What follows belongs to an exercise in optimizing a design on an open flow for small area, a short achievable clock period and few clock cycles; a production flow would make more cautious choices. At most, simulation tests tie the RTL to the original design; equivalence was not proved. Power is estimated from default activity; no workload was simulated.

==> flow/design.v (excerpt) <==
module div32(
    input clk,
    input rst,
    input start,
    input [31:0] dividend,
    input [31:0] divisor,
    output [31:0] quotient,
    output [31:0] remainder,
    output reg finish
);
reg [31:0] r;       
reg [31:0] q;       
reg [31:0] d;       
reg [4:0]  za;      
reg [5:0]  zb;      
reg [5:0]  j;       
reg        norm;    
reg        iter;    
assign quotient  = q;
assign remainder = r;
function [5:0] lzc32;
    input [31:0] x;
    reg [15:0] v1; reg [15:0] c1;
    reg [7:0]  v2; reg [15:0] c2;
    reg [3:0]  v3; reg [11:0] c3;
    reg [1:0]  v4; reg [7:0]  c4;
    integer i;
    begin
        for (i = 0; i < 16; i = i + 1) begin
            v1[i] = x[2*i+1] | x[2*i];
            c1[i] = ~x[2*i+1];
        end
        for (i = 0; i < 8; i = i + 1) begin
            v2[i] = v1[2*i+1] | v1[2*i];
            c2[2*i+:2] = v1[2*i+1] ? {1'b0, c1[2*i+1]} : {1'b1, c1[2*i]};
        end
        for (i = 0; i < 4; i = i + 1) begin
            v3[i] = v2[2*i+1] | v2[2*i];
            c3[3*i+:3] = v2[2*i+1] ? {1'b0, c2[2*(2*i+1)+:2]} : {1'b1, c2[2*(2*i)+:2]};
        end
        for (i = 0; i < 2; i = i + 1) begin
            v4[i] = v3[2*i+1] | v3[2*i];
            c4[4*i+:4] = v3[2*i+1] ? {1'b0, c3[3*(2*i+1)+:3]} : {1'b1, c3[3*(2*i)+:3]};
        end
        lzc32 = {~(v4[1] | v4[0]), v4[1] ? {1'b0, c4[7:4]} : {1'b1, c4[3:0]}};
    end
endfunction
wire [5:0] la = lzc32(dividend);
wire [5:0] lb = lzc32(divisor);
wire [4:0] sp = zb[4:0] | ~za;                     
wire [4:0] sg = zb[4:0] & ~za;                     
wire [5:0] sc;                                    
assign sc[0] = 1'b1;
assign sc[1] = sp[0];
assign sc[2] = sg[1] | (sp[1] & zb[0]) | (sp[1] & ~za[0]);
assign sc[3] = sg[2] | (sp[2] & sg[1]) | (sp[2] & sp[1] & sp[0]);
assign sc[4] = sg[3] | (sp[3] & sg[2]) | (sp[3] & sp[2] & sg[1]) | (sp[3] & sp[2] & sp[1] & sp[0]);
assign sc[5] = sg[4] | (sp[4] & sg[3]) | (sp[4] & sp[3] & sg[2]) | (sp[4] & sp[3] & sp[2] & sg[1])
             | (sp[4] & sp[3] & sp[2] & sp[1] & sp[0]);
wire [5:0] sh;                                    
assign sh[0] = zb[0] ^ za[0];
assign sh[1] = zb[1] ^ (~za[1] ^ sc[1]);
assign sh[2] = zb[2] ^ (~za[2] ^ sc[2]);
assign sh[3] = zb[3] ^ (~za[3] ^ sc[3]);
assign sh[4] = zb[4] ^ (~za[4] ^ sc[4]);
assign sh[5] = ~sc[5];
  ...
export LEC_CHECK = 0
export ABC_AREA = 1
export CAP_MARGIN = 20
export CORE_MARGIN = 2
export CORE_UTILIZATION = 40
export CTS_BUF_LIST = sky130_fd_sc_hd__clkbuf_8
export PLACE_DENSITY = 0.6
export SETUP_SLACK_MARGIN = 2.9
export SLEW_MARGIN = 20
create_clock -name core_clock -period 5.0 [get_ports {clk}]
standard.sh (not shown) runs the stock make flow with config.mk's settings and CLKGATE_MAP_FILE= SYNTH_SCRIPT=/design/flow/synth_recipe.tcl, a recipe that flattens the netlist after the stock synthesis.
==> flow/flow/run.sh <==
#!/bin/bash
# Standard layout, with plain buffers on the ports instead of the default delay-cell buffers.
set -euo pipefail
bash standard.sh BUFFER_PORTS_ARGS="-buffer_cell sky130_fd_sc_hd__buf_1" finish > standard.log 2>&1
The baseline ran to the end with no violations.
Edit:
Settings changed: SETUP_SLACK_MARGIN 2.9 to 2.7.
Result:
- setup slack is worse by 0.079 ns
- die area is unchanged
- synthesized cell count does not change
- cell area fell by 7.4%
- via count fell by about 3.6%
- total power fell by 6.5%
- combinational power fell by 15%
Edit:
Settings changed: SETUP_SLACK_MARGIN 2.7 to 2.8.
What happened:
- The changed run passed the timing, design-rule and antenna checks
- routed wire length rises by a few percent
- cell count rises slightly
- cell area rises by a few percent
Edit:
==> flow/flow/run.sh (replaced) <==
#!/bin/bash
# Standard layout, with plain buffers on the ports instead of the default delay-cell buffers.
set -euo pipefail
bash standard.sh BUFFER_PORTS_ARGS="-buffer_cell sky130_fd_sc_hd__buf_2" finish > standard.log 2>&1
Settings changed: CTS_BUF_LIST sky130_fd_sc_hd__clkbuf_8 to not set.
=> The new run finished with timing, DRC and antenna clean; synthesized area is unchanged; synthesized cell count does not change; via count is higher by 1.1%; routed wire length came out higher by 3.3%.
No functional check of the RTL was part of any run of this note.

---

Another version of the RTL of div32 (not shown whole).
Size in the first run: ~1400 cells after synthesis, roughly 110 flip-flops, roughly 130 I/O pins.
export LEC_CHECK = 0
export ABC_AREA = 1
export ABC_CLOCK_PERIOD_IN_PS = 1800
export CAP_MARGIN = 20
export CORE_MARGIN = 2
export CORE_UTILIZATION = 40
export CTS_BUF_LIST = sky130_fd_sc_hd__clkbuf_8
export PLACE_DENSITY = 0.6
export SETUP_SLACK_MARGIN = 2.7
export SLEW_MARGIN = 20
create_clock -name core_clock -period 5.0 [get_ports {clk}]
==> flow/flow/run.sh <==
#!/bin/bash
# Standard layout, with plain buffers on the ports instead of the default delay-cell buffers.
set -euo pipefail
bash standard.sh BUFFER_PORTS_ARGS="-buffer_cell sky130_fd_sc_hd__buf_1" finish > standard.log 2>&1
The first run completed with no timing, DRC or antenna violations.
Testbench counts at the start, summed over its fixed seeds: cycles 47,977.
Change:
ABC_CLOCK_PERIOD_IN_PS = not set   (was 1800)
CTS_CLUSTER_SIZE = 16   (was not set)
Cell count does not change; via count is unchanged; final area does not change; fmax stays the same; worst setup slack does not change; count of clock-buffer cells in the layout does not change; power stays the same; combinational power is about the same; critical path depth is unchanged.

## port drivers added, routing unchanged
Ports are ideal in the flow. The routed layouts listed here were re-timed in OpenROAD.
Step 1: set_driving_cell puts a clkbuf_16 on clk and a buf_2 on each other input, an assumption about the parent block.
Step 2 also shifts input and output timing later by t, the mid clock arrival at the registers, as if the neighbouring blocks saw the same clock.
a / b / c = ideal / step 1 / step 2; a / b = the first two.
run	t, ns	slack for setup (ns)	worst setup path at the end
the first run of note 1	0.500	2.864 / 2.864 / 2.482	input to register
the second run of note 1	0.504	2.785 / 2.785 / 2.334	input to register
the third run of note 1	0.504	2.843 / 2.851 / 2.359	input to register
the fourth run of note 1	0.470	2.800 / 2.800 / 2.445	input to register
the first run of note 2	0.447	2.809 / 2.809 / 2.402	input to register
the second run of note 2	0.447	2.809 / 2.809 / 2.402	input to register
After both steps every run listed still meets setup and hold. The setup slack of the third run of note 1, which loses most, moves by +0.008 ns with the drivers and by -0.484 ns with both steps.
